From an optimization exercise on the open Yosys and OpenROAD flow, aimed at small area; shortcuts taken in it are not production practice. Only simulation tests tie the RTL to the original design; equivalence was not proved. Power and IR drop assume default switching activity.

<file path="flow/coeffs_chfilt_10M.dat">
11111110
11111100
11111100
11111111
00000110
00001111
00010111
00011101
00011101
00010111
00001111
00000110
11111111
11111100
11111100
11111110
00000000
</file>
<file path="flow/coeffs_chfilt_12M.dat">
00000001
00000000
11111101
11111011
11111100
00000010
00001110
00011011
00100010
00100001
00010111
00001010
11111111
11111011
11111011
11111110
00000001
</file>
<file path="flow/coeffs_chfilt_impulso.dat">
00000000
00000000
00000000
00000000
00000000
00000000
00000000
00000000
01111111
00000000
00000000
00000000
00000000
00000000
00000000
00000000
00000000
</file>
<file path="flow/coeffs_txf.dat">
11111111
00000000
00000001
00000000
11111101
11111010
11111100
00000101
00010010
00011111
00100100
00011111
00010010
00000101
11111100
11111010
11111101
00000000
00000001
00000000
11111111
00000000
00000000
00000000
</file>
<file path="flow/run.sh">
#!/bin/bash
# synth_recipe.tcl (not shown) runs the flow's synth.tcl, then flattens the netlist and writes it again
# the make line also repeats each setting of config.mk as NAME=value (left out here)
make -C /OpenROAD-flow-scripts/flow DESIGN_CONFIG=/design/flow/config.mk WORK_HOME=/design/flow/orfs CLKGATE_MAP_FILE= SYNTH_SCRIPT=/design/flow/synth_recipe.tcl finish
</file>
<file path="flow/config.mk">
export PLATFORM = sky130hd
export DESIGN_NAME = qpsk_chan_emu
export DESIGN_NICKNAME = qpsk_chan_emu
export VERILOG_FILES = /design/flow/design.v
export SDC_FILE = /design/flow/constraint.sdc
export NUM_CORES = 4
export LEC_CHECK = 0
export CAP_MARGIN = 20
export CORE_MARGIN = 2
export CORE_UTILIZATION = 35
export PLACE_DENSITY = 0.5
export SLEW_MARGIN = 20
export SYNTH_MEMORY_MAX_BITS = 16384
</file>
<file path="flow/constraint.sdc">
create_clock -name core_clock -period 20.0 [get_ports {clk}]
set_input_delay 4.0000 -clock core_clock [delete_from_list [all_inputs] [get_ports {clk}]]
set_output_delay 4.0000 -clock core_clock [all_outputs]
set_load 0.01 [all_outputs]
</file>
<file path="flow/design.v">
`timescale 1ns/1ps
module control (
    output [1:0] o_counter          ,
    output       o_count_max        ,
    output       o_count_half_or_max,
    output       o_count_max_rate1  ,
    output       o_save_fse_shifters,
    input        i_reset            , 
    input        clk       
);
  reg [1:0] r_counter          ;
  always @(posedge clk) begin: control
    if (i_reset==1'b1) begin
        r_counter <= 2'b10;
    end
    else begin
        if (r_counter<2'b11) begin
            r_counter <= r_counter + 2'b01;
        end
        else begin
            r_counter <= 2'b00;
        end
    end
  end
  assign o_counter           = r_counter                                           ;
  assign o_count_max         = (r_counter==2'b11) ? 1'b1 : 1'b0                    ;
  assign o_count_half_or_max = (r_counter==2'b00 || r_counter==2'b10) ? 1'b1 : 1'b0;
  assign o_count_max_rate1   = (r_counter==2'b10) ? 1'b1 : 1'b0                    ;
  assign o_save_fse_shifters = (r_counter==2'b11) ? 1'b1 : 1'b0                    ;
 endmodule
`timescale 1ns/1ps
module prbs9 #(
    parameter SEED = 9'h1FF 
)
(
    output o_new_bit, 
    input  i_ctrl   ,
    input  i_en     , 
    input  i_reset  , 
    input  clk       
);
  reg [8:0] shiftreg;
  always @(posedge clk) begin
    if (i_reset==1'b1 || i_en==1'b0) begin
        shiftreg <= SEED;
    end
    else begin
        if (i_ctrl==1'b1) begin
            shiftreg <= {shiftreg[7:0], shiftreg[8]^shiftreg[4]};
        end
        else begin
            shiftreg <= shiftreg;
        end
    end
  end
  assign o_new_bit = shiftreg[8];
endmodule
`timescale 1ns/1ps
module polyph_filter #(
    parameter FILE_COEFF = "",
    parameter NBT_COEF   = 8  ,
    parameter NBF_COEF   = 7  , 
    parameter NBT_OUT    = 8  ,
    parameter NBF_OUT    = 7  ,
    parameter NBAUD      = 5+1,
    parameter OS         = 4
)
(
    output signed [   NBT_OUT-1:0] o_os_data           , 
    input                          i_is_data           , 
    input         [$clog2(OS)-1:0] i_phase_num_of_coeff,
    input                          i_ctrl              ,
    input                          i_reset             , 
    input                          clk        
);
  localparam NBT_ADD = NBT_COEF+$clog2(NBAUD);
  localparam NBI_ADD = NBT_ADD - NBF_COEF    ;
  localparam NBI_OUT = NBT_OUT - NBF_OUT     ;
  localparam NB_SAT  = NBI_ADD - NBI_OUT     ; 
  reg         [     NBAUD:1] r_shifter               ; 
  reg  signed [NBT_COEF-1:0] r_coeff    [NBAUD*OS-1:0];
  wire signed [NBT_COEF-1:0] w_part_prod[     NBAUD:1];  
  reg  signed [ NBT_ADD-1:0] w_add                    ;
  initial begin
    $readmemb ("coeffs_txf.dat", r_coeff);    
  end   
  integer i;
  always @(posedge clk) begin:shiftRegister
    if (i_reset==1'b1) begin
        r_shifter <= {6'b0};
    end
    else begin
        if (i_ctrl==1'b1) begin
            for(i=1 ; i<=6 ; i=i+1) begin:shift
                if(i==1) begin
                    r_shifter[i] <= i_is_data;
                end
                else begin
                    r_shifter[i] <= r_shifter[i-1];
                end   
            end
        end
        else begin
            r_shifter <= r_shifter;
        end
    end
  end
  genvar j;
  generate
      for (j=1; j<=NBAUD ; j=j+1) begin
          assign w_part_prod[j] = (r_shifter[j] == 1'b1) 
                                   ? -r_coeff[(j-1)*OS + i_phase_num_of_coeff]
                                   :  r_coeff[(j-1)*OS + i_phase_num_of_coeff];
      end
  endgenerate
  integer k;
  always @(*) begin
    w_add = 0;
    for (k=1 ; k<=NBAUD ; k=k+1) begin
        w_add = w_add + w_part_prod[k];
    end
  end
  assign o_os_data  = ( ~|w_add[(NBT_ADD-1) -: NBI_ADD] || &w_add[(NBT_ADD-1) -: NBI_ADD])
                        ? w_add[(NBT_ADD-1)-NB_SAT -: NBT_OUT]
                        :( (w_add[NBT_ADD-1])
                           ? { 1'b1, {(NBT_OUT-1){1'b0}} }
                           : { 1'b0, {(NBT_OUT-1){1'b1}} } );
endmodule
`timescale 1 ns / 1 ps
module gng_coef (
    input clk,                     
    input [7:0] addr,              
    output reg [17:0] c0,          
    output reg [17:0] c1,          
    output reg [16:0] c2           
);
reg [52:0] d;     
always @ (*) begin
    case (addr)
        8'd0  : d = 53'b000010101100101001_100110111110001110_10100011110000000;
        8'd1  : d = 53'b000001111101000111_101001011111011001_01011111011110011;
        8'd2  : d = 53'b000001010001100100_101010111101101110_00110010101000000;
        8'd3  : d = 53'b000000101000010001_101011101111111001_00001111111010011;
        8'd4  : d = 53'b000100100110011110_101100101100100010_10101101110011100;
        8'd5  : d = 53'b000100000010100011_101111010111110111_01110101000001100;
        8'd6  : d = 53'b000011100011000111_110001001011101011_01010011011010011;
        8'd7  : d = 53'b000011000110110001_110010011110011100_00111101101011001;
        8'd8  : d = 53'b000110001000101110_101111110110101010_10100011001000110;
        8'd9  : d = 53'b000101101010111101_110010010111100001_01101111010111011;
        8'd10 : d = 53'b000101010001011010_110100000101110001_01010000111111000;
        8'd11 : d = 53'b000100111010110110_110101010110001001_00111101100100011;
        8'd12 : d = 53'b000111011100110110_110001111001100101_10010111001100011;
        8'd13 : d = 53'b000111000010111111_110100001110101001_01100111010010101;
        8'd14 : d = 53'b000110101101000010_110101110100111010_01001011010000101;
        8'd15 : d = 53'b000110011001110111_110110111111100110_00111001011001010;
        8'd16 : d = 53'b001000100111011000_110011010110100101_10001100100110110;
        8'd17 : d = 53'b001000010000010000_110101100001001100_01011111111010010;
        8'd18 : d = 53'b000111111100110010_110111000000001000_01000101110011111;
        8'd19 : d = 53'b000111101011110111_111000000101011011_00110101001101001;
        8'd20 : d = 53'b001001101010111000_110100011100101111_10000011100100011;
        8'd21 : d = 53'b001001010101110100_110110011110011100_01011001100101001;
        8'd22 : d = 53'b001001000100001010_110111110111000110_01000001000110100;
        8'd23 : d = 53'b001000110100111000_111000110111101101_00110001100011100;
        8'd24 : d = 53'b001010101000111110_110101010011111110_01111011110111110;
        8'd25 : d = 53'b001010010101100000_110111001110000100_01010100001100011;
        8'd26 : d = 53'b001010000101010000_111000100001011001_00111101000110010;
        8'd27 : d = 53'b001001110111001111_111001011110000001_00101110011100100;
        8'd28 : d = 53'b001011100010101101_110110000000110101_01110101010001000;
        8'd29 : d = 53'b001011010000100011_110111110100011001_01001111100101010;
        8'd30 : d = 53'b001011000001011011_111001000011001010_00111001101011010;
        8'd31 : d = 53'b001010110100011010_111001111100011001_00101011110010110;
        8'd32 : d = 53'b001100011000111001_110110100110001001_01101111100010101;
        8'd33 : d = 53'b001100000111110011_111000010100000101_01001011100110010;
        8'd34 : d = 53'b001011111001100110_111001011110111001_00110110101110100;
        8'd35 : d = 53'b001011101101011011_111010010101001100_00101001100000110;
        8'd36 : d = 53'b001101001100000100_110111000101110100_01101010100010001;
        8'd37 : d = 53'b001100111011111001_111000101110110010_01001000000111110;
        8'd38 : d = 53'b001100101110011110_111001110110001010_00110100001010001;
        8'd39 : d = 53'b001100100010111110_111010101001111011_00100111100001111;
        8'd40 : d = 53'b001101111100101100_110111100001000101_01100110000110111;
        8'd41 : d = 53'b001101101101010011_111001000101101101_01000101000011110;
        8'd42 : d = 53'b001101100000100011_111010001010000011_00110001111001101;
        8'd43 : d = 53'b001101010101101000_111010111011100011_00100101110010101;
        8'd44 : d = 53'b001110101011000101_110111111000111001_01100010001010110;
        8'd45 : d = 53'b001110011100011000_111001011001101000_01000010010101101;
        8'd46 : d = 53'b001110010000001101_111010011011010001_00101111111001101;
        8'd47 : d = 53'b001110000101110011_111011001010110011_00100100010000001;
        8'd48 : d = 53'b001111010111100001_111000001101111010_01011110101000100;
        8'd49 : d = 53'b001111001001011011_111001101011001001_00111111111001110;
        8'd50 : d = 53'b001110111101110000_111010101010011000_00101110000111001;
        8'd51 : d = 53'b001110110011110011_111011011000001000_00100010111000010;
        8'd52 : d = 53'b010000000010001111_111000100000100111_01011011011100010;
        8'd53 : d = 53'b001111110100101011_111001111010101101_00111101101101001;
        8'd54 : d = 53'b001111101001011101_111010110111110001_00101100100000001;
        8'd55 : d = 53'b001111011111111001_111011100011111010_00100001101001010;
        8'd56 : d = 53'b010000101011011010_111000110001011010_01011000100010101;
        8'd57 : d = 53'b010000011110010100_111010001000101001_00111011101101101;
        8'd58 : d = 53'b010000010011100000_111011000011101110_00101011000010110;
        8'd59 : d = 53'b010000001010010010_111011101110011011_00100000100001110;
        8'd60 : d = 53'b010001010011001011_111001000000100110_01010101111001000;
        8'd61 : d = 53'b010001000110100001_111010010101001110_00111001111001011;
        8'd62 : d = 53'b010000111100000101_111011001110100000_00101001101101110;
        8'd63 : d = 53'b010000110011001011_111011110111111001_00011111100000110;
        8'd64 : d = 53'b010001111001101011_111001001110011010_01010011011101011;
        8'd65 : d = 53'b010001101101011010_111010100000101000_00111000001110110;
        8'd66 : d = 53'b010001100011010011_111011011000010001_00101000011111111;
        8'd67 : d = 53'b010001011010101100_111100000000011100_00011110100101010;
        8'd68 : d = 53'b010010011111000010_111001011011000010_01010001001101111;
        8'd69 : d = 53'b010010010011001000_111010101011000011_00110110101100101;
        8'd70 : d = 53'b010010001001010100_111011100001001011_00100111011000011;
        8'd71 : d = 53'b010010000000111110_111100001000001111_00011101101110101;
        8'd72 : d = 53'b010011000011010100_111001100110101010_01001111001001001;
        8'd73 : d = 53'b010010110111110000_111010110100101000_00110101010001111;
        8'd74 : d = 53'b010010101110001110_111011101001010101_00100110010110010;
        8'd75 : d = 53'b010010100110000111_111100001111011000_00011100111100001;
        8'd76 : d = 53'b010011100110101001_111001110001011000_01001101001101110;
        8'd77 : d = 53'b010011011011011000_111010111101011100_00110011111101110;
        8'd78 : d = 53'b010011010010000110_111011110000110110_00100101011000111;
        8'd79 : d = 53'b010011001010001101_111100010101111100_00011100001101100;
        8'd80 : d = 53'b010100001001000100_111001111011010100_01001011011010110;
        8'd81 : d = 53'b010011111110000101_111011000101100111_00110010101111010;
        8'd82 : d = 53'b010011110101000010_111011110111110011_00100100011111111;
        8'd83 : d = 53'b010011101101010110_111100011100000001_00011011100010000;
        8'd84 : d = 53'b010100101010101001_111010000100100011_01001001101111010;
        8'd85 : d = 53'b010100011111111011_111011001101001100_00110001100110000;
        8'd86 : d = 53'b010100010111000110_111011111110010000_00100011101010101;
        8'd87 : d = 53'b010100001111100110_111100100001101001_00011010111001100;
        8'd88 : d = 53'b010101001011011100_111010001101001011_01001000001010100;
        8'd89 : d = 53'b010101000000111110_111011010100010000_00110000100001100;
        8'd90 : d = 53'b010100111000010110_111100000100010001_00100010111000110;
        8'd91 : d = 53'b010100110001000001_111100100110111000_00011010010011100;
        8'd92 : d = 53'b010101101011100000_111010010101001111_01000110101011110;
        8'd93 : d = 53'b010101100001010001_111011011010111000_00101111100001000;
        8'd94 : d = 53'b010101011000110110_111100001001111000_00100010001010000;
        8'd95 : d = 53'b010101010001101011_111100101011110001_00011001110000000;
        8'd96 : d = 53'b010110001010111001_111010011100110100_01000101010010101;
        8'd97 : d = 53'b010110000000110111_111011100001000100_00101110100100011;
        8'd98 : d = 53'b010101111000101000_111100001111001001_00100001011110000;
        8'd99 : d = 53'b010101110001100111_111100110000010110_00011001001110100;
        8'd100: d = 53'b010110101001101001_111010100011111100_01000011111110011;
        8'd101: d = 53'b010110011111110100_111011100110111001_00101101101011001;
        8'd102: d = 53'b010110010111101111_111100010100000101_00100000110100100;
        8'd103: d = 53'b010110010000111000_111100110100101001_00011000101111000;
        8'd104: d = 53'b010111000111110010_111010101010101010_01000010101110101;
        8'd105: d = 53'b010110111110001010_111011101100011001_00101100110101000;
        8'd106: d = 53'b010110110110001111_111100011000101111_00100000001101010;
        8'd107: d = 53'b010110101111100000_111100111000101100_00011000010001010;
        8'd108: d = 53'b010111100101010111_111010110001000000_01000001100011001;
        8'd109: d = 53'b010111011011111010_111011110001100101_00101100000001110;
        8'd110: d = 53'b010111010100001000_111100011101001000_00011111101000001;
        8'd111: d = 53'b010111001101100010_111100111100100000_00010111110101000;
        8'd112: d = 53'b011000000010011001_111010110111000001_01000000011011011;
        8'd113: d = 53'b010111111001000111_111011110110011111_00101011010001001;
        8'd114: d = 53'b010111110001011110_111100100001010011_00011111000100111;
        8'd115: d = 53'b010111101011000000_111101000000000111_00010111011010010;
        8'd116: d = 53'b011000011110111010_111010111100101110_00111111010111001;
        8'd117: d = 53'b011000010101110010_111011111011001001_00101010100010111;
        8'd118: d = 53'b011000001110010011_111100100101001111_00011110100011011;
        8'd119: d = 53'b011000000111111011_111101000011100010_00010111000000111;
        8'd120: d = 53'b011000111010111100_111011000010001010_00111110010110001;
        8'd121: d = 53'b011000110001111110_111011111111100100_00101001110110111;
        8'd122: d = 53'b011000101010100111_111100101000111110_00011110000011100;
        8'd123: d = 53'b011000100100010110_111101000110110010_00010110101000110;
        8'd124: d = 53'b011001010110100001_111011000111010100_00111101011000001;
        8'd125: d = 53'b011001001101101100_111100000011110001_00101001001100110;
        8'd126: d = 53'b011001000110011100_111100101100100010_00011101100101001;
        8'd127: d = 53'b011001000000010011_111101001001111000_00010110010001110;
        8'd128: d = 53'b011001110001101001_111011001100001111_00111100011100111;
        8'd129: d = 53'b011001101000111101_111100000111110010_00101000100100101;
        8'd130: d = 53'b011001100001110101_111100101111111011_00011101001000001;
        8'd131: d = 53'b011001011011110010_111101001100110100_00010101111011110;
        8'd132: d = 53'b011010001100010110_111011010000111100_00111011100100001;
        8'd133: d = 53'b011010000011110011_111100001011100111_00100111111110010;
        8'd134: d = 53'b011001111100110010_111100110011001001_00011100101100011;
        8'd135: d = 53'b011001110110110101_111101001111100111_00010101100110101;
        8'd136: d = 53'b011010100110101010_111011010101011011_00111010101101111;
        8'd137: d = 53'b011010011110001111_111100001111010001_00100111011001101;
        8'd138: d = 53'b011010010111010101_111100110110001111_00011100010001111;
        8'd139: d = 53'b011010010001011101_111101010010010010_00010101010010101;
        8'd140: d = 53'b011011000000100101_111011011001101110_00111001111001110;
        8'd141: d = 53'b011010111000010010_111100010010110001_00100110110110011;
        8'd142: d = 53'b011010110001011110_111100111001001100_00011011111000011;
        8'd143: d = 53'b011010101011101100_111101010100110110_00010100111111010;
        8'd144: d = 53'b011011011010001001_111011011101110110_00111001000111110;
        8'd145: d = 53'b011011010001111101_111100010110000111_00100110010100100;
        8'd146: d = 53'b011011001011001111_111100111100000001_00011011100000000;
        8'd147: d = 53'b011011000101100010_111101010111010011_00010100101100111;
        8'd148: d = 53'b011011110011010110_111011100001110011_00111000010111101;
        8'd149: d = 53'b011011101011010001_111100011001010101_00100101110100000;
        8'd150: d = 53'b011011100100101001_111100111110101111_00011011001000100;
        8'd151: d = 53'b011011011111000010_111101011001101010_00010100011011000;
        8'd152: d = 53'b011100001100001101_111011100101100111_00110111101001100;
        8'd153: d = 53'b011100000100001111_111100011100011011_00100101010100110;
        8'd154: d = 53'b011011111101101101_111101000001010110_00011010110001111;
        8'd155: d = 53'b011011111000001010_111101011011111010_00010100001010000;
        8'd156: d = 53'b011100100100110000_111011101001010001_00110110111100111;
        8'd157: d = 53'b011100011100111000_111100011111011001_00100100110110110;
        8'd158: d = 53'b011100010110011100_111101000011110110_00011010011100010;
        8'd159: d = 53'b011100010000111110_111101011110000101_00010011111001101;
        8'd160: d = 53'b011100111100111110_111011101100110010_00110110010010000;
        8'd161: d = 53'b011100110101001101_111100100010001111_00100100011001110;
        8'd162: d = 53'b011100101110110110_111101000110010000_00011010000111010;
        8'd163: d = 53'b011100101001011100_111101100000001010_00010011101001110;
        8'd164: d = 53'b011101010100111001_111011110000001011_00110101101000101;
        8'd165: d = 53'b011101001101001110_111100100101000000_00100011111101110;
        8'd166: d = 53'b011101000110111100_111101001000100101_00011001110011001;
        8'd167: d = 53'b011101000001100111_111101100010001010_00010011011010100;
        8'd168: d = 53'b011101101100100001_111011110011011100_00110101000000101;
        8'd169: d = 53'b011101100100111101_111100100111101001_00100011100010111;
        8'd170: d = 53'b011101011110101111_111101001010110100_00011001011111101;
        8'd171: d = 53'b011101011001011110_111101100100000110_00010011001011110;
        8'd172: d = 53'b011110000011111000_111011110110100110_00110100011010000;
        8'd173: d = 53'b011101111100011001_111100101010001101_00100011001000110;
        8'd174: d = 53'b011101110110010000_111101001100111110_00011001001100111;
        8'd175: d = 53'b011101110001000011_111101100101111110_00010010111101101;
        8'd176: d = 53'b011110011010111101_111011111001101001_00110011110100110;
        8'd177: d = 53'b011110010011100100_111100101100101011_00100010101111100;
        8'd178: d = 53'b011110001101011111_111101001111000011_00011000111010110;
        8'd179: d = 53'b011110001000010110_111101100111110001_00010010101111111;
        8'd180: d = 53'b011110110001110001_111011111100100101_00110011010000101;
        8'd181: d = 53'b011110101010011101_111100101111000100_00100010010111001;
        8'd182: d = 53'b011110100100011101_111101010001000100_00011000101001001;
        8'd183: d = 53'b011110011111011000_111101101001100000_00010010100010100;
        8'd184: d = 53'b011111001000010110_111011111111011011_00110010101101101;
        8'd185: d = 53'b011111000001000111_111100110001011000_00100001111111101;
        8'd186: d = 53'b011110111011001011_111101010011000000_00011000011000001;
        8'd187: d = 53'b011110110110001001_111101101011001100_00010010010101110;
        8'd188: d = 53'b011111011110101010_111100000010001100_00110010001011110;
        8'd189: d = 53'b011111010111100000_111100110011100111_00100001101000110;
        8'd190: d = 53'b011111010001101001_111101010100111001_00011000000111101;
        8'd191: d = 53'b011111001100101010_111101101100110100_00010010001001010;
        8'd192: d = 53'b011111110100101111_111100000100110111_00110001101011000;
        8'd193: d = 53'b011111101101101010_111100110101110010_00100001010010101;
        8'd194: d = 53'b011111100111110111_111101010110101101_00010111110111110;
        8'd195: d = 53'b011111100010111100_111101101110011001_00010001111101010;
        8'd196: d = 53'b100000001010100110_111100000111011101_00110001001011010;
        8'd197: d = 53'b100000000011100101_111100110111111000_00100000111101010;
        8'd198: d = 53'b011111111101110110_111101011000011110_00010111101000010;
        8'd199: d = 53'b011111111000111110_111101101111111010_00010001110001100;
        8'd200: d = 53'b100000100000001110_111100001001111101_00110000101100101;
        8'd201: d = 53'b100000011001010010_111100111001111010_00100000101000100;
        8'd202: d = 53'b100000010011100110_111101011010001100_00010111011001011;
        8'd203: d = 53'b100000001110110010_111101110001011001_00010001100110010;
        8'd204: d = 53'b100000110101101001_111100001100011001_00110000001111001;
        8'd205: d = 53'b100000101110110001_111100111011111000_00100000010100101;
        8'd206: d = 53'b100000101001001001_111101011011110110_00010111001011000;
        8'd207: d = 53'b100000100100011000_111101110010110101_00010001011011011;
        8'd208: d = 53'b100001001010110110_111100001110110000_00101111110011010;
        8'd209: d = 53'b100001000100000010_111100111101110011_00100000000001101;
        8'd210: d = 53'b100000111110011110_111101011101011101_00010110111101010;
        8'd211: d = 53'b100000111001101111_111101110100001110_00010001010001000;
        8'd212: d = 53'b100001011111110110_111100010001000010_00101111011001100;
        8'd213: d = 53'b100001011001000111_111100111111101001_00011111101111111;
        8'd214: d = 53'b100001010011100101_111101011111000001_00010110110000010;
        8'd215: d = 53'b100001001110111010_111101110101100100_00010001000111001;
        8'd216: d = 53'b100001110100101001_111100010011001110_00101111000011000;
        8'd217: d = 53'b100001101101111110_111101000001011100_00011111100000001;
        8'd218: d = 53'b100001101000100000_111101100000100010_00010110100100101;
        8'd219: d = 53'b100001100011110111_111101110110111000_00010000111110001;
        8'd220: d = 53'b100010001001010000_111100010101010100_00101110110010010;
        8'd221: d = 53'b100010000010101001_111101000011001010_00011111010011101;
        8'd222: d = 53'b100001111101001110_111101100001111111_00010110011011000;
        8'd223: d = 53'b100001111000101000_111101111000001001_00010000110110100;
        8'd224: d = 53'b100010011101101011_111100010111010010_00101110101100100;
        8'd225: d = 53'b100010010111000111_111101000100110010_00011111001101001;
        8'd226: d = 53'b100010010001110000_111101100011011000_00010110010101000;
        8'd227: d = 53'b100010001101001101_111101111001010110_00010000110001010;
        8'd228: d = 53'b100010110001111010_111100011001000101_00101110111011101;
        8'd229: d = 53'b100010101011011010_111101000110010011_00011111010010001;
        8'd230: d = 53'b100010100110000110_111101100100101100_00010110010110000;
        8'd231: d = 53'b100010100001100101_111101111010100000_00010000110000101;
        8'd232: d = 53'b100011000101111110_111100011010100111_00101111110100001;
        8'd233: d = 53'b100010111111100010_111101000111101011_00011111101101110;
        8'd234: d = 53'b100010111010010000_111101100101111001_00010110100100111;
        8'd235: d = 53'b100010110101110010_111101111011100101_00010000111001000;
        8'd236: d = 53'b100011011001110111_111100101000100000_00000000000000000;
        8'd237: d = 53'b100011010011011110_111101010001001010_00000000000000000;
        8'd238: d = 53'b100011001110010000_111101101100110110_00000000000000000;
        8'd239: d = 53'b100011001001110100_111110000000111011_00000000000000000;
        8'd240: d = 53'b100011101101100101_000000000000000000_00000000000000000;
        8'd241: d = 53'b100011100111010000_000000000000000000_00000000000000000;
        8'd242: d = 53'b100011100010000100_000000000000000000_00000000000000000;
        8'd243: d = 53'b100011011101101011_000000000000000000_00000000000000000;
        8'd244: d = 53'b100100100111110000_000000000000000000_00000000000000000;
        8'd245: d = 53'b100100010100100001_000000000000000000_00000000000000000;
        8'd246: d = 53'b100100000001001000_000000000000000000_00000000000000000;
        8'd247: d = 53'b100011110101101101_000000000000000000_00000000000000000;
        default: d = 53'd0;
    endcase
end
always @ (posedge clk) begin
    c0 <= d[52:35];
    c1 <= d[34:17];
    c2 <= d[16:0];
end
endmodule
`timescale 1 ns / 1 ps
module gng_lzd (
    input [60:0] data_in,         
    output [5:0] data_out         
);
wire [63:0] d;
wire p1 [31:0];
wire [31:0] v1;
wire [1:0] p2 [15:0];
wire [15:0] v2;
wire [2:0] p3 [7:0];
wire [7:0] v3;
wire [3:0] p4 [3:0];
wire [3:0] v4;
wire [4:0] p5 [1:0];
wire [1:0] v5;
wire [5:0] p6;
assign d = {data_in, 3'b111};     
assign p1[0 ] = ~d[1 ];
assign p1[1 ] = ~d[3 ];
assign p1[2 ] = ~d[5 ];
assign p1[3 ] = ~d[7 ];
assign p1[4 ] = ~d[9 ];
assign p1[5 ] = ~d[11];
assign p1[6 ] = ~d[13];
assign p1[7 ] = ~d[15];
assign p1[8 ] = ~d[17];
assign p1[9 ] = ~d[19];
assign p1[10] = ~d[21];
assign p1[11] = ~d[23];
assign p1[12] = ~d[25];
assign p1[13] = ~d[27];
assign p1[14] = ~d[29];
assign p1[15] = ~d[31];
assign p1[16] = ~d[33];
assign p1[17] = ~d[35];
assign p1[18] = ~d[37];
assign p1[19] = ~d[39];
assign p1[20] = ~d[41];
assign p1[21] = ~d[43];
assign p1[22] = ~d[45];
assign p1[23] = ~d[47];
assign p1[24] = ~d[49];
assign p1[25] = ~d[51];
assign p1[26] = ~d[53];
assign p1[27] = ~d[55];
assign p1[28] = ~d[57];
assign p1[29] = ~d[59];
assign p1[30] = ~d[61];
assign p1[31] = ~d[63];
assign v1[0 ] = d[0 ] | d[1 ];
assign v1[1 ] = d[2 ] | d[3 ];
assign v1[2 ] = d[4 ] | d[5 ];
assign v1[3 ] = d[6 ] | d[7 ];
assign v1[4 ] = d[8 ] | d[9 ];
assign v1[5 ] = d[10] | d[11];
assign v1[6 ] = d[12] | d[13];
assign v1[7 ] = d[14] | d[15];
assign v1[8 ] = d[16] | d[17];
assign v1[9 ] = d[18] | d[19];
assign v1[10] = d[20] | d[21];
assign v1[11] = d[22] | d[23];
assign v1[12] = d[24] | d[25];
assign v1[13] = d[26] | d[27];
assign v1[14] = d[28] | d[29];
assign v1[15] = d[30] | d[31];
assign v1[16] = d[32] | d[33];
assign v1[17] = d[34] | d[35];
assign v1[18] = d[36] | d[37];
assign v1[19] = d[38] | d[39];
assign v1[20] = d[40] | d[41];
assign v1[21] = d[42] | d[43];
assign v1[22] = d[44] | d[45];
assign v1[23] = d[46] | d[47];
assign v1[24] = d[48] | d[49];
assign v1[25] = d[50] | d[51];
assign v1[26] = d[52] | d[53];
assign v1[27] = d[54] | d[55];
assign v1[28] = d[56] | d[57];
assign v1[29] = d[58] | d[59];
assign v1[30] = d[60] | d[61];
assign v1[31] = d[62] | d[63];
assign p2[0 ] = {~v1[1 ], (v1[1 ] ? p1[1 ] : p1[0 ])};
assign p2[1 ] = {~v1[3 ], (v1[3 ] ? p1[3 ] : p1[2 ])};
assign p2[2 ] = {~v1[5 ], (v1[5 ] ? p1[5 ] : p1[4 ])};
assign p2[3 ] = {~v1[7 ], (v1[7 ] ? p1[7 ] : p1[6 ])};
assign p2[4 ] = {~v1[9 ], (v1[9 ] ? p1[9 ] : p1[8 ])};
assign p2[5 ] = {~v1[11], (v1[11] ? p1[11] : p1[10])};
assign p2[6 ] = {~v1[13], (v1[13] ? p1[13] : p1[12])};
assign p2[7 ] = {~v1[15], (v1[15] ? p1[15] : p1[14])};
assign p2[8 ] = {~v1[17], (v1[17] ? p1[17] : p1[16])};
assign p2[9 ] = {~v1[19], (v1[19] ? p1[19] : p1[18])};
assign p2[10] = {~v1[21], (v1[21] ? p1[21] : p1[20])};
assign p2[11] = {~v1[23], (v1[23] ? p1[23] : p1[22])};
assign p2[12] = {~v1[25], (v1[25] ? p1[25] : p1[24])};
assign p2[13] = {~v1[27], (v1[27] ? p1[27] : p1[26])};
assign p2[14] = {~v1[29], (v1[29] ? p1[29] : p1[28])};
assign p2[15] = {~v1[31], (v1[31] ? p1[31] : p1[30])};
assign v2[0 ] = v1[1 ] | v1[0 ];
assign v2[1 ] = v1[3 ] | v1[2 ];
assign v2[2 ] = v1[5 ] | v1[4 ];
assign v2[3 ] = v1[7 ] | v1[6 ];
assign v2[4 ] = v1[9 ] | v1[8 ];
assign v2[5 ] = v1[11] | v1[10];
assign v2[6 ] = v1[13] | v1[12];
assign v2[7 ] = v1[15] | v1[14];
assign v2[8 ] = v1[17] | v1[16];
assign v2[9 ] = v1[19] | v1[18];
assign v2[10] = v1[21] | v1[20];
assign v2[11] = v1[23] | v1[22];
assign v2[12] = v1[25] | v1[24];
assign v2[13] = v1[27] | v1[26];
assign v2[14] = v1[29] | v1[28];
assign v2[15] = v1[31] | v1[30];
assign p3[0] = {~v2[1 ], (v2[1 ] ? p2[1 ] : p2[0 ])};
assign p3[1] = {~v2[3 ], (v2[3 ] ? p2[3 ] : p2[2 ])};
assign p3[2] = {~v2[5 ], (v2[5 ] ? p2[5 ] : p2[4 ])};
assign p3[3] = {~v2[7 ], (v2[7 ] ? p2[7 ] : p2[6 ])};
assign p3[4] = {~v2[9 ], (v2[9 ] ? p2[9 ] : p2[8 ])};
assign p3[5] = {~v2[11], (v2[11] ? p2[11] : p2[10])};
assign p3[6] = {~v2[13], (v2[13] ? p2[13] : p2[12])};
assign p3[7] = {~v2[15], (v2[15] ? p2[15] : p2[14])};
assign v3[0] = v2[1 ] | v2[0 ];
assign v3[1] = v2[3 ] | v2[2 ];
assign v3[2] = v2[5 ] | v2[4 ];
assign v3[3] = v2[7 ] | v2[6 ];
assign v3[4] = v2[9 ] | v2[8 ];
assign v3[5] = v2[11] | v2[10];
assign v3[6] = v2[13] | v2[12];
assign v3[7] = v2[15] | v2[14];
assign p4[0] = {~v3[1], (v3[1] ? p3[1] : p3[0])};
assign p4[1] = {~v3[3], (v3[3] ? p3[3] : p3[2])};
assign p4[2] = {~v3[5], (v3[5] ? p3[5] : p3[4])};
assign p4[3] = {~v3[7], (v3[7] ? p3[7] : p3[6])};
assign v4[0] = v3[1] | v3[0];
assign v4[1] = v3[3] | v3[2];
assign v4[2] = v3[5] | v3[4];
assign v4[3] = v3[7] | v3[6];
assign p5[0] = {~v4[1], (v4[1] ? p4[1] : p4[0])};
assign p5[1] = {~v4[3], (v4[3] ? p4[3] : p4[2])};
assign v5[0] = v4[1] | v4[0];
assign v5[1] = v4[3] | v4[2];
assign p6 = {~v5[1], (v5[1] ? p5[1] : p5[0])};
assign data_out = p6;
endmodule
`timescale 1 ns / 1 ps
module gng_smul_16_18 (
    input clk,                   
    input [15:0] a,              
    input [17:0] b,              
    output [33:0] p              
);
reg signed [15:0] a_reg;
reg signed [17:0] b_reg;
reg signed [33:0] prod;
always @ (posedge clk) begin
    a_reg <= a;
    b_reg <= b;
end
always @ (posedge clk) begin
    prod <= a_reg * b_reg;
end
assign p = prod;
endmodule
`timescale 1 ns / 1 ps
module gng_smul_16_18_sadd_37 (
    input clk,                   
    input [15:0] a,              
    input [17:0] b,              
    input [36:0] c,              
    output [37:0] p              
);
reg signed [15:0] a_reg;
reg signed [17:0] b_reg;
reg signed [36:0] c_reg;
reg signed [33:0] prod;
wire signed [37:0] sum;
reg [37:0] result;
always @ (posedge clk) begin
    a_reg <= a;
    b_reg <= b;
    c_reg <= c;
end
always @ (posedge clk) begin
    prod <= a_reg * b_reg;
end
assign sum = c_reg + prod;
always @ (posedge clk) begin
    result <= sum;
end
assign p = result;
endmodule
`timescale 1 ns / 1 ps
module gng_ctg #(
    parameter INIT_Z1 = 64'd5030521883283424767,
    parameter INIT_Z2 = 64'd18445829279364155008,
    parameter INIT_Z3 = 64'd18436106298727503359
)
(
    input clk,                     
    input rstn,                    
    input ce,                      
    output reg valid_out,          
    output reg [63:0] data_out     
);
reg [63:0] z1, z2, z3;
wire [63:0] z1_next, z2_next, z3_next;
assign z1_next = {z1[39:1], z1[58:34] ^ z1[63:39]};
assign z2_next = {z2[50:6], z2[44:26] ^ z2[63:45]};
assign z3_next = {z3[56:9], z3[39:24] ^ z3[63:48]};
always @ (posedge clk) begin
    if (~rstn) begin
        z1 <= INIT_Z1;
        z2 <= INIT_Z2;
        z3 <= INIT_Z3;
    end
    else if (ce) begin
        z1 <= z1_next;
        z2 <= z2_next;
        z3 <= z3_next;
    end
end
always @ (posedge clk) begin
    if (~rstn)
        valid_out <= 1'b0;
    else
        valid_out <= ce;
end
always @ (posedge clk) begin
    if (~rstn)
        data_out <= 64'd0;
    else
        data_out <= z1_next ^ z2_next ^ z3_next;
end
endmodule
`timescale 1 ns / 1 ps
module gng_interp (
    input clk,                     
    input rstn,                    
    input valid_in,                
    input [63:0] data_in,          
    output reg valid_out,          
    output reg signed [15:0] data_out     
);
wire [5:0] num_lzd;
reg [5:0] num_lzd_r;
reg [14:0] mask;
reg [1:0] offset;
wire [7:0] addr;
wire [17:0] c0;     
wire [17:0] c1;     
wire [16:0] c2;     
reg [14:0] x;       
reg [14:0] x_r1, x_r2, x_r3, x_r4;    
reg [17:0] c1_r1;     
wire [37:0] sum1;     
wire [17:0] sum1_new;     
wire [33:0] mul1;     
wire signed [13:0] mul1_new;     
reg [17:0] c0_r1, c0_r2, c0_r3, c0_r4, c0_r5;    
reg signed [18:0] sum2;     
reg [14:0] sum2_rnd;     
reg [8:0] sign_r;
reg [8:0] valid_in_r;
gng_lzd u_gng_lzd (
    .data_in(data_in[63:3]),
    .data_out(num_lzd)
);
always @ (posedge clk) begin
    if (!rstn)
        num_lzd_r <= 6'd0;
    else
        num_lzd_r <= num_lzd;
end
always @ (posedge clk) begin
    if (!rstn)
        mask <= 15'b111111111111111;
    else begin
        case (num_lzd_r)
            6'd61:   mask <= 15'b111111111111111;
            6'd60:   mask <= 15'b011111111111111;
            6'd59:   mask <= 15'b101111111111111;
            6'd58:   mask <= 15'b110111111111111;
            6'd57:   mask <= 15'b111011111111111;
            6'd56:   mask <= 15'b111101111111111;
            6'd55:   mask <= 15'b111110111111111;
            6'd54:   mask <= 15'b111111011111111;
            6'd53:   mask <= 15'b111111101111111;
            6'd52:   mask <= 15'b111111110111111;
            6'd51:   mask <= 15'b111111111011111;
            6'd50:   mask <= 15'b111111111101111;
            6'd49:   mask <= 15'b111111111110111;
            6'd48:   mask <= 15'b111111111111011;
            6'd47:   mask <= 15'b111111111111101;
            6'd46:   mask <= 15'b111111111111110;
            default: mask <= 15'b111111111111111;
        endcase
    end
end
always @ (posedge clk) begin
    if (!rstn)
        offset <= 2'd0;
    else
        offset <= {data_in[1], data_in[2]};
end
assign addr = {num_lzd_r, offset};
gng_coef u_gng_coef (
    .clk(clk),
    .addr(addr),
    .c0(c0),
    .c1(c1),
    .c2(c2)
);
always @ (posedge clk) begin
    if (!rstn)
        x <= 15'd0;
    else
        x <= {data_in[3], data_in[4], data_in[5], data_in[6], data_in[7],
              data_in[8], data_in[9], data_in[10], data_in[11], data_in[12],
              data_in[13], data_in[14], data_in[15], data_in[16], data_in[17]};
end
always @ (posedge clk) begin
    x_r1 <= x & mask;
    x_r2 <= x_r1;
    x_r3 <= x_r2;
    x_r4 <= x_r3;
end
always @ (posedge clk) begin
    c1_r1 <= c1;
end
always @ (posedge clk) begin
    c0_r1 <= c0;
    c0_r2 <= c0_r1;
    c0_r3 <= c0_r2;
    c0_r4 <= c0_r3;
    c0_r5 <= c0_r4;
end
always @ (posedge clk) begin
    sign_r <= {sign_r[7:0], data_in[0]};
end
always @ (posedge clk) begin
    if (!rstn)
        valid_in_r <= 9'd0;
    else
        valid_in_r <= {valid_in_r[7:0], valid_in};
end
gng_smul_16_18_sadd_37 u_gng_smul_16_18_sadd_37 (
    .clk(clk),
    .a({1'b0, x_r1}),
    .b({1'b0, c2}),
    .c({c1_r1, 19'd0}),
    .p(sum1)
);
assign sum1_new = sum1[37:20];
gng_smul_16_18 u_gng_smul_16_18 (
    .clk(clk),
    .a({1'b0, x_r4}),
    .b(sum1_new),
    .p(mul1)
);
assign mul1_new = mul1[32:19];
always @ (posedge clk) begin
    sum2 <= $signed({1'b0, c0_r5}) + mul1_new;
end
always @ (posedge clk) begin
    sum2_rnd <= sum2[17:3] + sum2[2];
end
always @ (posedge clk) begin
    if (!rstn)
        valid_out <= 1'b0;
    else
        valid_out <= valid_in_r[8];
end
always @ (posedge clk) begin
    if (!rstn)
        data_out <= 16'd0;
    else if (sign_r[8])
        data_out <= {1'b1, ~sum2_rnd} + 1'b1;
    else
        data_out <= {1'b0, sum2_rnd};
end
endmodule
`timescale 1 ns / 1 ps
module gng #(
    parameter INIT_Z1 = 64'd5030521883283424767,
    parameter INIT_Z2 = 64'd18445829279364155008,
    parameter INIT_Z3 = 64'd18436106298727503359
)
(
    input i_clock,                     
    input i_reset,                    
    input ce,                      
    output valid_out,              
    output signed [15:0] data_out         
);
wire valid_out_ctg;
wire [63:0] data_out_ctg;
gng_ctg #(
    .INIT_Z1(INIT_Z1),
    .INIT_Z2(INIT_Z2),
    .INIT_Z3(INIT_Z3)
) u_gng_ctg (
    .clk(i_clock),
    .rstn(i_reset),
    .ce(ce),
    .valid_out(valid_out_ctg),
    .data_out(data_out_ctg)
);
gng_interp u_gng_interp (
    .clk(i_clock),
    .rstn(i_reset),
    .valid_in(valid_out_ctg),
    .data_in(data_out_ctg),
    .valid_out(valid_out),
    .data_out(data_out)
);
endmodule
`timescale 1 ns / 1 ps
module gng_top #(
    parameter Z1_I      = 64'd5030521883283424767 ,  
    parameter Z2_I      = 64'd18445829279364155008,  
    parameter Z3_I      = 64'd18436106298727503359,  
    parameter Z1_Q      = 64'd14533118196545751551,  
    parameter Z2_Q      = 64'd18444914485018758400,  
    parameter Z3_Q      = 64'd18425749998705519615,  
    parameter NBT_SIGMA =  8,  
    parameter NBF_SIGMA =  7,  
    parameter NBT_NOISE =  8,  
    parameter NBF_NOISE =  7   
)
(
    output signed [NBT_NOISE-1 : 0] o_noise_I,  
    output signed [NBT_NOISE-1 : 0] o_noise_Q,  
    input  signed [          7 : 0] i_sigma,  
    input                           i_reset,    
    input                           clk         
);
  localparam NBT_DATA_GNG   = 16                             ;  
  localparam NBF_DATA_GNG   = 11                             ;  
  localparam NBT_NOISE_FRES = NBT_DATA_GNG + NBT_SIGMA       ;  
  localparam NBF_NOISE_FRES = NBF_DATA_GNG + NBF_SIGMA       ;  
  localparam NBI_NOISE_FRES = NBT_NOISE_FRES - NBF_NOISE_FRES;  
  localparam NBI_NOISE      = NBT_NOISE - NBF_NOISE          ;  
  localparam NB_SAT         = NBI_NOISE_FRES - NBI_NOISE     ;  
  wire                             w_valid_gng_I;
  wire                             w_valid_gng_Q; 
  wire signed [NBT_DATA_GNG-1 : 0] w_gng_Q      ;  
  wire signed [NBT_DATA_GNG-1 : 0] w_gng_I      ;  
  wire signed [NBT_NOISE_FRES-1:0] w_noise_fres_I, w_noise_fres_Q;  
  gng#(
    .INIT_Z1(Z1_I), 
    .INIT_Z2(Z2_I), 
    .INIT_Z3(Z3_I)
  ) u_gng_I (
      .i_clock   (clk            ),
      .i_reset   (i_reset        ),
      .ce        (1'b1           ),
      .valid_out (w_valid_gng_I  ),
      .data_out  (w_gng_I        )  
  );
  gng#(
    .INIT_Z1(Z1_Q), 
    .INIT_Z2(Z2_Q), 
    .INIT_Z3(Z3_Q)
  ) u_gng_Q (
      .i_clock   (clk            ),
      .i_reset   (i_reset        ),
      .ce        (1'b1           ),
      .valid_out (w_valid_gng_Q  ),
      .data_out  (w_gng_Q        )  
  );
  assign w_noise_fres_I = w_gng_I * i_sigma;  
  assign w_noise_fres_Q = w_gng_Q * i_sigma;  
  assign o_noise_I = ( w_valid_gng_I==1'b1 )
                       ? ( ~|w_noise_fres_I[NBT_NOISE_FRES-1 -: NBI_NOISE_FRES] || &w_noise_fres_I[NBT_NOISE_FRES-1 -: NBI_NOISE_FRES] ) 
                           ? w_noise_fres_I[(NBT_NOISE_FRES-1)-NB_SAT -: NBT_NOISE] 
                           : ( ( w_noise_fres_I[NBT_NOISE_FRES-1]==1'b1 ) 
                                 ? {1'b1, {NBT_NOISE-1{1'b0}}}    
                                 : {1'b0, {NBT_NOISE-1{1'b1}}} )  
                       : {NBT_NOISE{1'b0}};
  assign o_noise_Q = ( w_valid_gng_Q==1'b1 )
                       ? ( ~|w_noise_fres_Q[NBT_NOISE_FRES-1 -: NBI_NOISE_FRES] || &w_noise_fres_Q[NBT_NOISE_FRES-1 -: NBI_NOISE_FRES] ) 
                           ? w_noise_fres_Q[(NBT_NOISE_FRES-1)-NB_SAT -: NBT_NOISE] 
                           : ( ( w_noise_fres_Q[NBT_NOISE_FRES-1]==1'b1 ) 
                                 ? {1'b1, {NBT_NOISE-1{1'b0}}}    
                                 : {1'b0, {NBT_NOISE-1{1'b1}}} )  
                       : {NBT_NOISE{1'b0}};
endmodule
`timescale 1ns/1ps
module fir_filter_multi
#(
    parameter NUM_COEFF    = 17, 
    parameter FILE_COEFF_0 = "",
    parameter FILE_COEFF_1 = "",
    parameter FILE_COEFF_2 = "",
    parameter FILE_COEFF_3 = "",
    parameter NBT_IN       =  8, 
    parameter NBF_IN       =  7, 
    parameter NBT_COEFF    =  8, 
    parameter NBF_COEFF    =  7, 
    parameter NBT_OUT      =  8, 
    parameter NBF_OUT      =  7 
)
(
    output signed [NBT_OUT-1:0] o_os_data , 
    input         [        1:0] i_sel_taps,
    input  signed [ NBT_IN-1:0] i_is_data ,
    input                       i_en      ,
    input                       i_reset   ,
    input                       clk       
);
  localparam NBT_PROD = NBT_IN + NBT_COEFF          ;
  localparam NBF_PROD = NBF_IN + NBF_COEFF          ;
  localparam NBT_ADD  = NBT_PROD + $clog2(NUM_COEFF);
  localparam NBF_ADD  = NBF_PROD                    ;
  localparam NBI_ADD  = NBT_ADD - NBF_PROD          ;
  localparam NBI_OUT  = NBT_OUT - NBF_OUT           ;
  localparam NB_SAT   = NBI_ADD - NBI_OUT           ; 
  reg  signed [   NBT_IN-1:0] r_shifter  [NUM_COEFF-1:0]; 
  reg  signed [NBT_COEFF-1:0] r_coeff_0  [NUM_COEFF-1:0];
  reg  signed [NBT_COEFF-1:0] r_coeff_1  [NUM_COEFF-1:0];
  reg  signed [NBT_COEFF-1:0] r_coeff_2  [NUM_COEFF-1:0];
  reg  signed [NBT_COEFF-1:0] r_coeff_3  [NUM_COEFF-1:0];
  reg  signed [NBT_COEFF-1:0] r_coeff    [NUM_COEFF-1:0];
  reg  signed [ NBT_PROD-1:0] r_part_prod[NUM_COEFF-1:0];
  reg  signed [  NBT_ADD-1:0] w_sum1_a                  ;
  reg  signed [  NBT_ADD-1:0] w_sum1_b                  ;
  reg  signed [  NBT_ADD-1:0] w_sum1_c                  ;
  reg  signed [  NBT_ADD-1:0] w_sum1_d                  ;
  reg  signed [  NBT_ADD-1:0] r_sum1_a                  ;
  reg  signed [  NBT_ADD-1:0] r_sum1_b                  ;
  reg  signed [  NBT_ADD-1:0] r_sum1_c                  ;
  reg  signed [  NBT_ADD-1:0] r_sum1_d                  ;
  reg  signed [  NBT_ADD-1:0] r_sum2_a                  ;
  reg  signed [  NBT_ADD-1:0] r_sum2_b                  ;
  reg  signed [  NBT_ADD-1:0] r_sum_final               ;
  initial begin
    $readmemb ("coeffs_chfilt_12M.dat", r_coeff_0);    
    $readmemb ("coeffs_chfilt_impulso.dat", r_coeff_1);    
    $readmemb ("coeffs_chfilt_10M.dat", r_coeff_2);    
    $readmemb ("coeffs_chfilt_12M.dat", r_coeff_3);    
  end   
  integer m;
  always @(posedge clk) begin
    if (i_sel_taps == 2'b00) begin
        for (m=0; m<NUM_COEFF ; m=m+1)
          r_coeff[m] <= r_coeff_0[m];
    end
    else if (i_sel_taps == 2'b01) begin
        for (m=0; m<NUM_COEFF ; m=m+1)
          r_coeff[m] <= r_coeff_1[m];
    end
    else if (i_sel_taps == 2'b10) begin
        for (m=0; m<NUM_COEFF ; m=m+1)
          r_coeff[m] <= r_coeff_2[m];
    end
    else begin  
        for (m=0; m<NUM_COEFF ; m=m+1)
          r_coeff[m] <= r_coeff_3[m];
    end 
  end
  integer i;
  always @(posedge clk) begin
    if (i_reset==1'b1 || i_en==1'b0) begin
        for (i=0 ; i< NUM_COEFF ; i=i+1) begin
            r_shifter[i] <= {NBT_IN{1'b0}};
        end
    end
    else begin
        for (i=0 ; i< NUM_COEFF ; i=i+1) begin:shift
            if (i==0) begin
                r_shifter[i] <= i_is_data;
            end
            else begin
                r_shifter[i] <= r_shifter[i-1];
            end   
        end
    end
  end
  integer j;
  always @(posedge clk) begin
    if (i_reset==1'b1 || i_en==1'b0) begin
        for (j=0 ; j< NUM_COEFF ; j=j+1) begin
            r_part_prod[j] <= {NBT_PROD{1'b0}};
        end
    end
    else begin
        for (j=0; j<NUM_COEFF ; j=j+1) begin
            r_part_prod[j] <= r_shifter[j] * r_coeff[j];
        end
    end
  end
  integer k;
  always @(*) begin
      w_sum1_a = 0;
      w_sum1_b = 0;
      w_sum1_c = 0;
      w_sum1_d = 0;
      for (k=0 ; k<NUM_COEFF ; k=k+1) begin
          if (k<5) begin
              w_sum1_a = w_sum1_a + r_part_prod[k];
          end
          else if (k<9) begin
              w_sum1_b = w_sum1_b + r_part_prod[k];
          end
          else if (k<13) begin
              w_sum1_c = w_sum1_c + r_part_prod[k];
          end
          else begin
              w_sum1_d = w_sum1_d + r_part_prod[k];
          end
      end
  end
  always @(posedge clk) begin
      if (i_reset==1'b1 || i_en==1'b0) begin
          r_sum1_a <= {NBT_ADD{1'b0}};
          r_sum1_b <= {NBT_ADD{1'b0}};
          r_sum1_c <= {NBT_ADD{1'b0}};
          r_sum1_d <= {NBT_ADD{1'b0}};
      end
      else begin
          r_sum1_a <= w_sum1_a;
          r_sum1_b <= w_sum1_b;
          r_sum1_c <= w_sum1_c;
          r_sum1_d <= w_sum1_d;
      end
  end
  always @(posedge clk) begin
      if (i_reset==1'b1 || i_en==1'b0) begin
          r_sum2_a <= {NBT_ADD{1'b0}};
          r_sum2_b <= {NBT_ADD{1'b0}};
      end
      else begin
          r_sum2_a <= r_sum1_a+r_sum1_b;
          r_sum2_b <= r_sum1_c+r_sum1_d;
      end
  end
  always @(posedge clk) begin
      if (i_reset==1'b1 || i_en==1'b0) begin
          r_sum_final <= {NBT_ADD{1'b0}};
      end
      else begin
          r_sum_final <= r_sum2_a+r_sum2_b;
      end
  end
  assign o_os_data  = ( ~|r_sum_final[(NBT_ADD-1) -: NBI_ADD] || &r_sum_final[(NBT_ADD-1) -: NBI_ADD])
                        ? r_sum_final[(NBT_ADD-1)-NB_SAT -: NBT_OUT]
                        :( (r_sum_final[NBT_ADD-1])
                           ? { 1'b1, {(NBT_OUT-1){1'b0}} }
                           : { 1'b0, {(NBT_OUT-1){1'b1}} } );
endmodule
`timescale 1ns/1ps
module qpsk_chan_emu (
  output signed [7:0] o_nsig_I     ,
  output signed [7:0] o_nsig_Q     ,
  output signed [7:0] o_ch_I       ,
  output signed [7:0] o_ch_Q       ,
  input         [1:0] i_sel_ch_taps,
  input  signed [7:0] i_sigma      ,
  input               i_reset      ,
  input               clk
);
  wire              w_reset;
  wire [1:0]        w_control_phase_select;
  wire              w_control_poly_filt;
  wire              w_control_for_rate_2;
  wire              w_control_for_rate_1;
  wire              w_save_fse_shifters;
  wire              w_tx_prbsI_bit_to_tx_filtI;
  wire              w_tx_prbsQ_bit_to_tx_filtQ;
  wire signed [7:0] w_tx_filtI_to_noiseI;
  wire signed [7:0] w_tx_filtQ_to_noiseQ;
  wire signed [7:0] w_noiseI_to_add;
  wire signed [7:0] w_noiseQ_to_add;
  wire signed [7:0] w_ch_nsigI_to_chfiltI;
  wire signed [7:0] w_ch_nsigQ_to_chfiltQ;
  assign w_reset = ~i_reset;
  control
    u_control (
      .o_counter          (w_control_phase_select),
      .o_count_max        (w_control_poly_filt   ),
      .o_count_half_or_max(w_control_for_rate_2  ),
      .o_count_max_rate1  (w_control_for_rate_1  ),
      .o_save_fse_shifters(w_save_fse_shifters   ),
      .i_reset            (w_reset               ),
      .clk                (clk                   )
    );
  prbs9 #(.SEED(9'h1AA)) u_tx_prbs9_I (
    .o_new_bit(w_tx_prbsI_bit_to_tx_filtI),
    .i_ctrl   (w_control_for_rate_1      ),
    .i_en     (1'b1                      ),
    .i_reset  (w_reset                   ),
    .clk      (clk                       )
  );
  prbs9 #(.SEED(9'h1FE)) u_tx_prbs9_Q (
    .o_new_bit(w_tx_prbsQ_bit_to_tx_filtQ),
    .i_ctrl   (w_control_for_rate_1      ),
    .i_en     (1'b1                      ),
    .i_reset  (w_reset                   ),
    .clk      (clk                       )
  );
  polyph_filter #(
    .NBT_COEF(8), .NBF_COEF(7), .NBT_OUT(8), .NBF_OUT(7), .NBAUD(6), .OS(4)
  ) u_tx_filter_I (
    .o_os_data           (w_tx_filtI_to_noiseI      ),
    .i_is_data           (w_tx_prbsI_bit_to_tx_filtI),
    .i_phase_num_of_coeff(w_control_phase_select    ),
    .i_ctrl              (w_control_poly_filt       ),
    .i_reset             (w_reset                   ),
    .clk                 (clk                       )
  );
  polyph_filter #(
    .NBT_COEF(8), .NBF_COEF(7), .NBT_OUT(8), .NBF_OUT(7), .NBAUD(6), .OS(4)
  ) u_tx_filter_Q (
    .o_os_data           (w_tx_filtQ_to_noiseQ      ),
    .i_is_data           (w_tx_prbsQ_bit_to_tx_filtQ),
    .i_phase_num_of_coeff(w_control_phase_select    ),
    .i_ctrl              (w_control_poly_filt       ),
    .i_reset             (w_reset                   ),
    .clk                 (clk                       )
  );
  gng_top #(
    .Z1_I(64'd5030521883283424767 ),
    .Z2_I(64'd18445829279364155008),
    .Z3_I(64'd18436106298727503359),
    .Z1_Q(64'd14533118196545751551),
    .Z2_Q(64'd18444914485018758400),
    .Z3_Q(64'd18425749998705519615),
    .NBT_SIGMA(8), .NBF_SIGMA(7), .NBT_NOISE(8), .NBF_NOISE(7)
  ) u_ch_gng_top (
    .o_noise_I(w_noiseI_to_add),
    .o_noise_Q(w_noiseQ_to_add),
    .i_sigma  (i_sigma        ),
    .i_reset  (i_reset        ),
    .clk      (clk            )
  );
  assign w_ch_nsigI_to_chfiltI = w_tx_filtI_to_noiseI + w_noiseI_to_add;
  assign w_ch_nsigQ_to_chfiltQ = w_tx_filtQ_to_noiseQ + w_noiseQ_to_add;
  fir_filter_multi #(
    .NUM_COEFF(17), .NBT_IN(8), .NBF_IN(7), .NBT_COEFF(8), .NBF_COEFF(7),
    .NBT_OUT(8), .NBF_OUT(7)
  ) u_ch_filt_I (
    .o_os_data (o_ch_I               ),
    .i_sel_taps(i_sel_ch_taps        ),
    .i_is_data (w_ch_nsigI_to_chfiltI),
    .i_en      (1'b1                 ),
    .i_reset   (w_reset              ),
    .clk       (clk                  )
  );
  fir_filter_multi #(
    .NUM_COEFF(17), .NBT_IN(8), .NBF_IN(7), .NBT_COEFF(8), .NBF_COEFF(7),
    .NBT_OUT(8), .NBF_OUT(7)
  ) u_ch_filt_Q (
    .o_os_data (o_ch_Q               ),
    .i_sel_taps(i_sel_ch_taps        ),
    .i_is_data (w_ch_nsigQ_to_chfiltQ),
    .i_en      (1'b1                 ),
    .i_reset   (w_reset              ),
    .clk       (clk                  )
  );
  assign o_nsig_I = w_ch_nsigI_to_chfiltI;
  assign o_nsig_Q = w_ch_nsigQ_to_chfiltQ;
endmodule
</file>
==> flow_summary.yaml <==
worst_setup_path:
  reg2reg_slack_ps: 11310
  reg2regPathDepth: 34
  timing.rr.end: "u_ch_filt_I.r_shifter[0][7]"
  worstSetupStartpointType: "input pin"
  path_buf_inv: 6
  cp.arrival_ps: 12670
  cp_common_cell: "fa_1"
  endpoint_kind: "output port"
  crit_family: "compound AO/OA/AOI/OAI gates"
  worst_ep_required_time_ps: 16000
  critPathMaxStageDelay_ps: 570
  r2r-start: "u_control.r_counter[1]"
  path_class: "in -> out"
  critPathSlowestCell: "fa_1"
  critical_path.max_fanout: 28
synthesis:
  synth_area_um2: 208800
  avgSynthCellArea_um2: 8.943
  ys_top_cells_by_area: "dfxtp_1 24%, fa_1 23%, ha_1 12%"
  synthFlopType: "dfxtp_1"
  synth-async-reset-ratio_pct: 0
  yosys_warnings: 15
  synth_top_area_share_pct: 23.55
  yosys.area.top_type: "dfxtp_1"
  synth.distinct_cells: 100
  yosys_register_bits: 2456
  netlist_instances: 23350
  yosysMostFrequentCell: "inv_1"
  yosysSeqAreaShare_pct: 23.55
  synthTopCellsByCount: "3,704 x inv_1, 2,456 x dfxtp_1, 2,423 x fa_1"
  synth_edf_count: 0
run:
  cap_violations: 0
timing:
  worst_pin_slew_ps: 1322
  drv_slew: 0
  rsz0062_at_grt: "false"
  timing.fmax_mhz: 59.99
  final.setup.tns_ps: 0
  max_slew_margin_pct: 11.86
  period_share_pct: 83.35
  hold_viol_final: 0
  period_needed_ps: 16670
  setup_viol: 0
  finalWorstSetupSlack_ps: 3330
  clock_skew_ps: 80.00
hold_path:
  holdCritStartpoint: "u_ch_gng_top.u_gng_Q.u_gng_interp.sign_r[0]"
  min_path_type: "reg -> reg"
  hold_depth: 0
  hold_end: "u_ch_gng_top.u_gng_Q.u_gng_interp.sign_r[1]"
place:
  dpl_worst_slack_ps: 3406
  dp_hpwl_mm: 575.3
  port_buffers: 43
  gp_congestion: 1.067
drt:
  firstDrtPassIters: 9
  ant_nets: 0
  routed_wl_mm: 762.7
  drc: 0
  avgViaCountPerCell: 5.178
  vias: 161400
  drt_iter0_drc: 13850
  post_drt_wl_per_cell_um: 24.47
floorplanning:
  die_h_um: 776.4
  ioPinCount: 44
  fp.coreArea_um2: 594200
  fp.dieW_um: 776.4
  start_util_pct: 35.14
  dieArea_um2: 602800
  rows: 283
layout:
  nFillCells: 60450
  area_delta_synth_final_pct: 9.596
  ff_latch_area_um2: 49230
  nets: 27500
  drive_gt1_share_pct: 4.640
  multiInputGateArea_um2: 142200
  top_regs: "u_ch_filt_I.r_part_prod x259, u_ch_filt_Q.r_part_prod x259"
cts:
  htree_num_levels: 5
  cts_root_buf: "clkbuf_16"
  cts_hold_buf: 0
  clock_sinks: 2456
  cts_tree: "done"
  clkLatencyLatePin_ps: 980
  cts.clk_slew.worst_paths_ps: 70
  post_cts_buffers: 0
  post_cts_resized: 0
  cts_buffer_depth: 4
  cts_buffers: 300
pwr:
  p_leak_uw: 0.1081
  cellPowerDensity_nw_per_um2: 133.3
  peakVddDrop_mv: 0.3442
grt:
  grt_usage_pct: 24.88
  grt_overflow_total: 0
  antenna_found_initial: 93
  grt_max_degree: 255
  grt_pass1_wl_mm: 1122
  grt_pass1_vias: 163700
status:
  status: "complete, no violations"
[final cells by class]
| class | instances | share of cell area [%] |
|---|---|---|
| inverters | 3716 | 6.099 |
| multi-input cells | 16180 | 62.14 |
| well taps | 7837 | 4.285 |
| flip-flops and latches | 2456 | 21.51 |
| diodes | 39 | 0.04265 |
| repair buffers | 404 | 1.428 |
| clock inverters | 144 | 0.7846 |
| clock buffers | 397 | 3.708 |
[how the worst max path moves through the flow]
stage	start	to	cells after the start
floorplan	i_sigma[7]	o_nsig_I[7]	28
global placement	i_sigma[7]	o_nsig_Q[7]	30
detailed placement	i_sigma[7]	o_nsig_Q[7]	30
CTS	i_sigma[7]	o_nsig_Q[7]	30
global route	i_sigma[7]	o_nsig_Q[7]	30
finish	i_sigma[7]	o_nsig_Q[7]	30
[kinds of logic after synthesis]
kind of cell | synth area share [%]
adders and majority gates | 35.28
and+or+nand+nor | 16.03
other | 0.001796
DFF | 23.55
xor gates and xnor gates | 5.076
buffers and inverters | 8.483
muxes | 0.5489
AOI/OAI and AO/OA | 11.03
[worst register-to-register path, delay by kind of cell, from the launching register on]
family	cells	cell delay (ps)
compound gates	13	3050
xor+xnor	2	490
fa+ha+maj	8	3260
buf+inv	6	700
flops	1	520
simple gates	5	540
[per-layer routing]
metal	routed length, um	vias up	global-route usage (%)
met1	357600	79740	35.97
met5	342	-	0
met4	32580	52	9.026
li1	-	74290	-
met3	65430	1575	6.466
met2	306700	5741	35.49
[through the flow]
step	hold WS, ps	power, uW	cell area, um2	instances	utilization (%)
finish	248.2	30510	228800	31170	38.52
global route	234.8	33140	228800	31140	38.50
CTS	218.2	30740	228700	31130	38.49
detailed placement	312.1	24760	218400	30590	36.76
global placement	309.9	24840	218400	30590	36.76
floorplan	309.6	18650	208800	23350	-
[layout by cell type (no fill, tap or decap), types with 67 or more instances in the layout]
cell	synthesis	layout
nand3_1	231	231
buf_4	0	349
dfxtp_1	2456	2432
o31ai_1	69	67
o21bai_1	113	113
o21ai_0	930	916
fa_1	2423	2423
or3_1	73	73
nor3_1	463	460
inv_1	3704	3698
a21boi_0	75	74
o211ai_1	129	129
and2_1	1704	1704
xnor2_1	749	749
o21a_1	79	79
nand2_1	1816	1812
ha_1	2009	1989
and3_1	129	129
a31oi_1	135	135
a21o_1	174	174
clkbuf_16	0	302
nor2_1	1577	1546
a21oi_1	1033	1032
nor2b_1	242	236
xor2_1	456	456
a211oi_1	135	134
mux2i_1	83	81
nand2b_1	345	344
[power by group]
group / total, uW / leakage, uW / switching, uW / internal (uW)
sequential: 7020 / 0.0203 / 1120 / 5900
clock: 5670 / 0.00502 / 2350 / 3310
combinational: 17800 / 0.0828 / 10500 / 7290

==> static timing again, ports no longer ideal <==
Ports are ideal in the flow. The routed layout listed here was re-timed in OpenROAD. Step 1, drivers: a clkbuf_16 drives clk and a buf_2 each remaining input, both assumed. Step 2 also shifts input and output timing later by t, the mid clock arrival at the registers, as if the neighbouring blocks saw the same clock. Slacks: ideal ports / drivers / drivers and shift; pairs: ideal ports / drivers.
shift t [ns]: 1.075
setup WS [ns]: 3.330 / 3.304 / 3.304
worst hold slack (ns): 0.248 / 0.248 / 0.248
After both steps this run still meets setup and hold. The setup slack of this run moves by -0.026 ns with the drivers and by -0.026 ns with both steps.
